This design comes from an exercise in tuning for small area, a short achievable clock period and few clock cycles on the open sky130 flow, not from production work. At most, simulation tests tie the RTL to the original design; equivalence was not proved. The clock port is modelled as an ideal driver, which makes a skipped or thinned clock tree look cheaper than it is; a real chip needs a root buffer or a tree. Power and IR drop assume default switching activity.

==> flow/design.v <==
module LZ77_Encoder(clk,reset,chardata,valid,encode,finish,offset,match_len,char_nxt);
input               clk;
input               reset;
input       [7:0]   chardata;
output  reg         valid;
output              encode;
output  reg         finish;
output  reg [3:0]   offset;
output  reg [2:0]   match_len;
output      [7:0]   char_nxt;
reg  [7:0] hist [0:8];
reg  [8:0] hv;
reg        eq9l, eq9h;
reg        eq1;
reg  [8:0] dead;
reg  [2:0] k;
integer j;
assign encode   = 1'b1;
assign char_nxt = hist[1];
wire [8:0] eq;
genvar g;
generate
    for (g = 2; g <= 8; g = g + 1) begin : cmp
        assign eq[g-1] = hv[g] & (hist[0] == hist[g]);
    end
endgenerate
assign eq[0] = hv[1] & eq1;
assign eq[8] = eq9l & eq9h;
wire       live = hv[0];
wire [8:0] nm   = ~dead & eq;
wire       emit = (nm == 9'd0) | (k == 3'd7) | ~live;
wire       last = live & (hist[0] == 8'h24);
reg  [3:0] best;
always @(*) begin
    best = 4'd0;
    for (j = 0; j < 9; j = j + 1)
        if (!dead[j]) best = j;
end
wire [2:0] k_inc = {k[2] ^ (k[1] & k[0]), k[1] ^ k[0], ~k[0]};
always @(posedge clk) begin
    hist[0] <= chardata;
    for (j = 1; j <= 8; j = j + 1)
        hist[j] <= hist[j-1];
    eq1       <= (chardata == hist[0]);
    eq9l      <= hv[8] & (chardata[3:0] == hist[8][3:0]);
    eq9h      <= (chardata[7:4] == hist[8][7:4]);
    match_len <= k;
    offset    <= (k == 3'd0) ? 4'd0 : best;
    valid     <= ~reset & live & emit & ~finish;
    finish    <= ~reset & (finish | last);
end
reg  [8:0] hs;
always @(*) begin
    for (j = 0; j < 9; j = j + 1)
        hv[j] = (j % 2) ? ~hs[j] : hs[j];
end
always @(posedge clk) begin
    hs[0] <= ~reset;
    for (j = 1; j < 9; j = j + 1)
        if (j % 2) hs[j] <= ~(~reset & hs[j-1]);
        else       hs[j] <= ~(reset | hs[j-1]);
end
always @(posedge clk) begin
    if (emit) begin
        dead <= 9'd0;
        k    <= 3'd0;
    end else begin
        dead <= ~nm;
        k    <= k_inc;
    end
end
endmodule
==> flow/config.mk <==
export PLATFORM = sky130hd
export DESIGN_NAME = LZ77_Encoder
export DESIGN_NICKNAME = LZ77_Encoder
export VERILOG_FILES = /design/flow/design.v
export SDC_FILE = /design/flow/constraint.sdc
export NUM_CORES = 8
export LEC_CHECK = 0
export CAP_MARGIN = 20
export CORE_MARGIN = 2
export CORE_UTILIZATION = 50
export PLACE_DENSITY = 0.6
export SLEW_MARGIN = 20
==> flow/constraint.sdc <==
create_clock -name core_clock -period 10.0 [get_ports {clk}]
set_input_delay 2.0000 -clock core_clock [delete_from_list [all_inputs] [get_ports {clk}]]
set_output_delay 2.0000 -clock core_clock [all_outputs]
set_load 0.01 [all_outputs]
standard.sh (not shown) runs the stock make flow with config.mk's settings and CLKGATE_MAP_FILE= SYNTH_SCRIPT=/design/flow/synth_recipe.tcl, a recipe that flattens the netlist after the stock synthesis.
==> flow/flow/run.sh <==
#!/bin/bash
# Standard ORFS layout, except: small fast port buffers, a tighter setup repair
# target, and a hand-built one-level clock tree (flow/manual_cts.tcl) in place of TritonCTS.
set -euo pipefail
KNOBS=$(cat flow/knobs.txt)
eval bash standard.sh $KNOBS PRE_CTS_TCL=$PWD/flow/manual_cts.tcl POST_CTS_TCL=$PWD/flow/post_cts.tcl finish > standard_flow.log 2>&1
Other scripts of this flow, unchanged in this note and not shown: flow/flow/knobs.txt, flow/flow/manual_cts.tcl, flow/flow/post_cts.tcl
Testbench counts at the start, summed over its fixed seeds: cycles 49,224.
Rerun with:
--- a/flow/design.v
+++ b/flow/design.v
@@ -42,13 +42,13 @@
     for (j = 1; j <= 8; j = j + 1)
         hist[j] <= hist[j-1];
     eq1       <= (chardata == hist[0]);
     eq9l      <= hv[8] & (chardata[3:0] == hist[8][3:0]);
     eq9h      <= (chardata[7:4] == hist[8][7:4]);
     match_len <= k;
-    offset    <= (k == 3'd0) ? 4'd0 : best;
+    offset    <= best & {4{|k}};
     valid     <= ~reset & live & emit & ~finish;
     finish    <= ~reset & (finish | last);
 end
 reg  [8:0] hs;
 always @(*) begin
     for (j = 0; j < 9; j = j + 1)
=> Global-route usage increases by 0.14 points; utilization decreases by 0.41 points; flip-flop and latch count does not change; worst hold slack hardly moves; die area drops by 0.76%; synthesized area came out lower by 0.79%; routed wire length falls by 0.51%; register-to-register slack gains 40 ps; final area fell by 0.74%; total power drops by 0.54%; synthesized cell count went down by 1.1%; worst setup slack degrades by 5.9 ps.
Testbench counts after the change, summed over its fixed seeds: cycles 49,224.
In every run of this note, the design's own scripts or RTL, not TritonCTS, make the clock network.

---

LZ77_Encoder, a different RTL version from the one above (not shown whole).
For scale: ~280 cells after synthesis, about 28 I/O pins, roughly 3500 um2 of cells after synthesis.
==> module LZ77_Encoder, before the edit <==
module LZ77_Encoder(clk,reset,chardata,valid,encode,finish,offset,match_len,char_nxt);
input               clk;
input               reset;
input       [7:0]   chardata;
output  reg         valid;
output              encode;
output  reg         finish;
output  reg [3:0]   offset;
output  reg [2:0]   match_len;
output      [7:0]   char_nxt;
reg  [7:0] hist [0:9];
reg  [8:0] dead;
reg  [2:0] k;
integer j;
assign encode   = 1'b1;
assign char_nxt = hist[1];
reg  [9:0] hv;
wire [8:0] eq;
genvar g;
generate
    for (g = 1; g <= 9; g = g + 1) begin : cmp
        assign eq[g-1] = hv[g] & (hist[0] == hist[g]);
    end
endgenerate
wire [8:0] nm   = ~dead & eq;
wire       emit = (nm == 9'd0) | (k == 3'd7);
wire       live = hv[0];
wire       last = live & (hist[0] == 8'h24);
reg  [3:0] best;
always @(*) begin
    best = 4'd0;
    for (j = 0; j < 9; j = j + 1)
        if (!dead[j]) best = j;
end
wire [2:0] k_inc = {k[2] ^ (k[1] & k[0]), k[1] ^ k[0], ~k[0]};
always @(posedge clk) begin
    hist[0] <= chardata;
    for (j = 1; j <= 9; j = j + 1)
        hist[j] <= hist[j-1];
    match_len <= k;
    offset    <= (k == 3'd0) ? 4'd0 : best;
    valid     <= ~reset & live & emit & ~finish;
    finish    <= ~reset & (finish | last);
end
always @(posedge clk or posedge reset) begin
    if (reset)
        hv <= 10'd0;
    else
        hv <= {hv[8:0], 1'b1};
end
always @(posedge clk) begin
    if (emit) begin
        dead <= 9'd0;
        k    <= 3'd0;
    end else begin
        dead <= ~nm;
        k    <= k_inc;
    end
end
endmodule
export LEC_CHECK = 0
export CAP_MARGIN = 20
export CORE_MARGIN = 2
export CORE_UTILIZATION = 50
export PLACE_DENSITY = 0.6
export SLEW_MARGIN = 20
create_clock -name core_clock -period 10.0 [get_ports {clk}]
==> flow/flow/run.sh <==
#!/bin/bash
# Standard ORFS layout, except: small fast port buffers, a tighter setup repair
# target, and a hand-built one-level clock tree (flow/manual_cts.tcl) in place of TritonCTS.
set -euo pipefail
KNOBS=$(cat flow/knobs.txt)
eval bash standard.sh $KNOBS PRE_CTS_TCL=$PWD/flow/manual_cts.tcl finish > standard_flow.log 2>&1
Other scripts of this flow, unchanged in this note and not shown: flow/flow/knobs.txt, flow/flow/manual_cts.tcl
Testbench counts at the start, summed over its fixed seeds: cycles 49,224.
Change:
--- a/flow/design.v
+++ b/flow/design.v
@@ -36,19 +36,24 @@
 always @(posedge clk) begin
     hist[0] <= chardata;
     for (j = 1; j <= 9; j = j + 1)
         hist[j] <= hist[j-1];
     match_len <= k;
-    offset    <= (k == 3'd0) ? 4'd0 : best;
+    offset    <= best & {4{|k}};
     valid     <= ~reset & live & emit & ~finish;
     finish    <= ~reset & (finish | last);
 end
-always @(posedge clk or posedge reset) begin
-    if (reset)
-        hv <= 10'd0;
-    else
-        hv <= {hv[8:0], 1'b1};
+reg  [9:0] hs;
+always @(*) begin
+    for (j = 0; j < 10; j = j + 1)
+        hv[j] = (j % 2) ? ~hs[j] : hs[j];
+end
+always @(posedge clk) begin
+    hs[0] <= ~reset;
+    for (j = 1; j < 10; j = j + 1)
+        if (j % 2) hs[j] <= ~(~reset & hs[j-1]);
+        else       hs[j] <= ~(reset | hs[j-1]);
 end
 always @(posedge clk) begin
     if (emit) begin
         dead <= 9'd0;
         k    <= 3'd0;
Maximum frequency is about the same.
Routed wire length came out lower by about 11%.
Design area decreases by 0.93%.
First-iteration DRC count drops by about 60%.
Setup slack is worse by 7.0 ps.
Core utilization went down by 0.52 points.
Die area does not change.
Global-route usage falls by 1.0 points.
Sequential share of layout area went down by 0.91 points.
No functional check of the RTL was part of the second run of this note. No run of this note takes its clock network from TritonCTS; it comes from the design's own scripts or RTL.

---

LZ77_Encoder, a different RTL version from the one above (not shown whole).
Size in the first run: roughly 290 cells after synthesis, ~110 flip-flops, roughly 28 I/O pins, about 3500 um^2 of cells after synthesis.
==> module LZ77_Encoder, before the edit <==
module LZ77_Encoder(clk,reset,chardata,valid,encode,finish,offset,match_len,char_nxt);
input               clk;
input               reset;
input       [7:0]   chardata;
output  reg         valid;
output              encode;
output  reg         finish;
output  reg [3:0]   offset;
output  reg [2:0]   match_len;
output      [7:0]   char_nxt;
reg  [7:0] hist [0:9];
reg  [3:0] age;
reg  [8:0] dead;
reg  [2:0] k;
integer j;
assign encode   = 1'b1;
assign char_nxt = hist[1];
reg  [8:0] hv;
always @(*) begin
    case (age)
        4'd0, 4'd1: hv = 9'b000000000;
        4'd2:       hv = 9'b000000001;
        4'd3:       hv = 9'b000000011;
        4'd4:       hv = 9'b000000111;
        4'd5:       hv = 9'b000001111;
        4'd6:       hv = 9'b000011111;
        4'd7:       hv = 9'b000111111;
        4'd8:       hv = 9'b001111111;
        4'd9:       hv = 9'b011111111;
        default:    hv = 9'b111111111;
    endcase
end
wire [8:0] eq;
genvar g;
generate
    for (g = 1; g <= 9; g = g + 1) begin : cmp
        assign eq[g-1] = hv[g-1] & (hist[0] == hist[g]);
    end
endgenerate
wire [8:0] nm   = ~dead & eq;
wire       emit = (nm == 9'd0) | (k == 3'd7);
wire       live = (age != 4'd0);
wire       last = live & (hist[0] == 8'h24);
reg  [3:0] best;
always @(*) begin
    best = 4'd0;
    for (j = 0; j < 9; j = j + 1)
        if (!dead[j]) best = j;
end
wire [2:0] k_inc = {k[2] ^ (k[1] & k[0]), k[1] ^ k[0], ~k[0]};
wire [3:0] age_inc = (age == 4'd10) ? age :
                     {age[3] ^ (age[2] & age[1] & age[0]), age[2] ^ (age[1] & age[0]),
                      age[1] ^ age[0], ~age[0]};
always @(posedge clk) begin
    hist[0] <= chardata;
    for (j = 1; j <= 9; j = j + 1)
        hist[j] <= hist[j-1];
    match_len <= k;
    offset    <= (k == 3'd0) ? 4'd0 : best;
    valid     <= ~reset & live & emit & ~finish;
    finish    <= ~reset & (finish | last);
end
always @(posedge clk or posedge reset) begin
    if (reset)
        age <= 4'd0;
    else
        age <= age_inc;
end
always @(posedge clk) begin
    if (emit) begin
        dead <= 9'd0;
        k    <= 3'd0;
    end else begin
        dead <= ~nm;
        k    <= k_inc;
    end
end
endmodule
clock: 10.0 ns
lec_check: 0
cap_margin: 20
core_margin: 2
core_utilization: 50
place_density: 0.6
slew_margin: 20
==> flow/flow/knobs.txt <==
BUFFER_PORTS_ARGS='-buffer_cell sky130_fd_sc_hd__buf_2' MATCH_CELL_FOOTPRINT=0 SETUP_SLACK_MARGIN=7.3 MCTS_NBUF=4 MCTS_BUF=sky130_fd_sc_hd__buf_12
==> flow/flow/manual_cts.tcl <==
set nbuf $::env(MCTS_NBUF)
set bufm $::env(MCTS_BUF)
set block [ord::get_db_block]
set db [ord::get_db]
set master [$db findMaster $bufm]
set clknet [$block findNet clk]
set sinks [$clknet getITerms]
puts "manual_cts: [llength $sinks] clock sinks, $nbuf x $bufm"

set pts {}
foreach it $sinks {
  set bb [[$it getInst] getBBox]
  lappend pts [list [expr {([$bb xMin] + [$bb xMax]) / 2}] [expr {([$bb yMin] + [$bb yMax]) / 2}]]
}

proc mcts_cmp {axis a b} {
  global mcts_pts
  return [expr {[lindex $mcts_pts $a $axis] - [lindex $mcts_pts $b $axis]}]
}

proc mcts_bisect {ids parts} {
  global mcts_pts
  if {$parts == 1} { return [list $ids] }
  set xs [lsort -integer [lmap i $ids {lindex $mcts_pts $i 0}]]
  set ys [lsort -integer [lmap i $ids {lindex $mcts_pts $i 1}]]
  set axis [expr {([lindex $xs end] - [lindex $xs 0]) >= ([lindex $ys end] - [lindex $ys 0]) ? 0 : 1}]
  set sorted [lsort -command [list mcts_cmp $axis] $ids]
  set p1 [expr {$parts / 2}]
  set h [expr {([llength $sorted] * $p1 + $parts / 2) / $parts}]
  return [concat [mcts_bisect [lrange $sorted 0 [expr {$h - 1}]] $p1] \
                 [mcts_bisect [lrange $sorted $h end] [expr {$parts - $p1}]]]
}

set ::mcts_pts $pts
set ids {}
for {set i 0} {$i < [llength $pts]} {incr i} { lappend ids $i }
set groups [mcts_bisect $ids $nbuf]

set c 0
foreach grp $groups {
  set inst [odb::dbInst_create $block $master "mcts_buf_$c"]
  set net [odb::dbNet_create $block "mcts_clk_$c"]
  $net setSigType CLOCK
  [$inst findITerm A] connect $clknet
  [$inst findITerm X] connect $net
  set sx 0; set sy 0
  foreach i $grp {
    set it [lindex $sinks $i]
    $it disconnect
    $it connect $net
    incr sx [lindex $pts $i 0]; incr sy [lindex $pts $i 1]
  }
  set k [llength $grp]
  set x [expr {$sx / $k - [$master getWidth] / 2}]
  set y [expr {$sy / $k - [$master getHeight] / 2}]
  $inst setLocation $x $y
  $inst setPlacementStatus PLACED
  puts "manual_cts: buffer $c at ($x, $y) drives $k sinks"
  incr c
}
$clknet setSigType CLOCK

# TritonCTS is not run.
rename clock_tree_synthesis orig_clock_tree_synthesis
proc clock_tree_synthesis {args} { puts "manual_cts: TritonCTS skipped" }
Scripts as last shown in full above: flow/flow/run.sh
Then changed:
==> flow/design.v (replaced) <==
module LZ77_Encoder(clk,reset,chardata,valid,encode,finish,offset,match_len,char_nxt);
input               clk;
input               reset;
input       [7:0]   chardata;
output  reg         valid;
output              encode;
output  reg         finish;
output  reg [3:0]   offset;
output  reg [2:0]   match_len;
output      [7:0]   char_nxt;
reg  [7:0] hist [0:8];
reg  [8:0] hv;
reg        eq9;
reg  [8:0] dead;
reg  [2:0] k;
integer j;
assign encode   = 1'b1;
assign char_nxt = hist[1];
wire [8:0] eq;
genvar g;
generate
    for (g = 1; g <= 8; g = g + 1) begin : cmp
        assign eq[g-1] = hv[g] & (hist[0] == hist[g]);
    end
endgenerate
assign eq[8] = eq9;
wire       live = hv[0];
wire [8:0] nm   = ~dead & eq;
wire       emit = (nm == 9'd0) | (k == 3'd7) | ~live;
wire       last = live & (hist[0] == 8'h24);
reg  [3:0] best;
always @(*) begin
    best = 4'd0;
    for (j = 0; j < 9; j = j + 1)
        if (!dead[j]) best = j;
end
wire [2:0] k_inc = {k[2] ^ (k[1] & k[0]), k[1] ^ k[0], ~k[0]};
always @(posedge clk) begin
    hist[0] <= chardata;
    for (j = 1; j <= 8; j = j + 1)
        hist[j] <= hist[j-1];
    eq9       <= hv[8] & (chardata == hist[8]);
    match_len <= k;
    offset    <= (k == 3'd0) ? 4'd0 : best;
    valid     <= ~reset & live & emit & ~finish;
    finish    <= ~reset & (finish | last);
end
reg  [8:0] hs;
always @(*) begin
    for (j = 0; j < 9; j = j + 1)
        hv[j] = (j % 2) ? ~hs[j] : hs[j];
end
always @(posedge clk) begin
    hs[0] <= ~reset;
    for (j = 1; j < 9; j = j + 1)
        if (j % 2) hs[j] <= ~(~reset & hs[j-1]);
        else       hs[j] <= ~(reset | hs[j-1]);
end
always @(posedge clk) begin
    if (emit) begin
        dead <= 9'd0;
        k    <= 3'd0;
    end else begin
        dead <= ~nm;
        k    <= k_inc;
    end
end
endmodule
Effect: Final area goes down by 5.9%; maximum frequency barely changes; die area goes down by about 7%; setup slack got worse by 0.0058 ns; worst hold slack is about the same; sequential power goes down by about 3%; via count goes down by 5.9%; area after synthesis goes down by about 7%; synthesized cell count goes down by about 5.5%; register-to-register slack improved by 0.10 ns.
Testbench counts after the change, summed over its fixed seeds: cycles 49,224.
No functional check of the RTL was part of the first run of this note. In every run of this note, the design's own scripts or RTL, not TritonCTS, make the clock network.

-- static timing again, ports no longer ideal --
In the flow no input, the clock included, has a driving cell. The finished layouts below were timed again as built, in two steps.
Step 1 assumes that a clkbuf_16 drives the clock port and a buf_2 every other input.
Step 2 moves the port delays by t, midway between the first and last clock arrival at a register: inputs arrive t later, outputs are due t later. That takes back most of the time a late clock gives input paths.
Three values: ideal, step 1, step 2; two values: the first two.
run | t, ns | slack for setup (ns) | worst register clock-pin slew, ns
the first run of note 1 | 0.213 | 7.368 / 7.287 / 7.281 | 0.10 / 0.10
the second run of note 1 | 0.209 | 7.362 / 7.281 / 7.285 | 0.10 / 0.10
the first run of note 2 | 0.217 | 7.346 / 7.264 / 7.481 | 0.11 / 0.11
the second run of note 2 | 0.214 | 7.339 / 7.256 / 7.362 | 0.10 / 0.10
the first run of note 3 | 0.212 | 7.345 / 7.264 / 7.477 | 0.10 / 0.10
the second run of note 3 | 0.211 | 7.339 / 7.258 / 7.187 | 0.10 / 0.10
After both steps setup and hold are still met in every run listed. The setup slack of the second run of note 3, which loses most, moves by -0.081 ns with the drivers and by -0.152 ns with both steps.
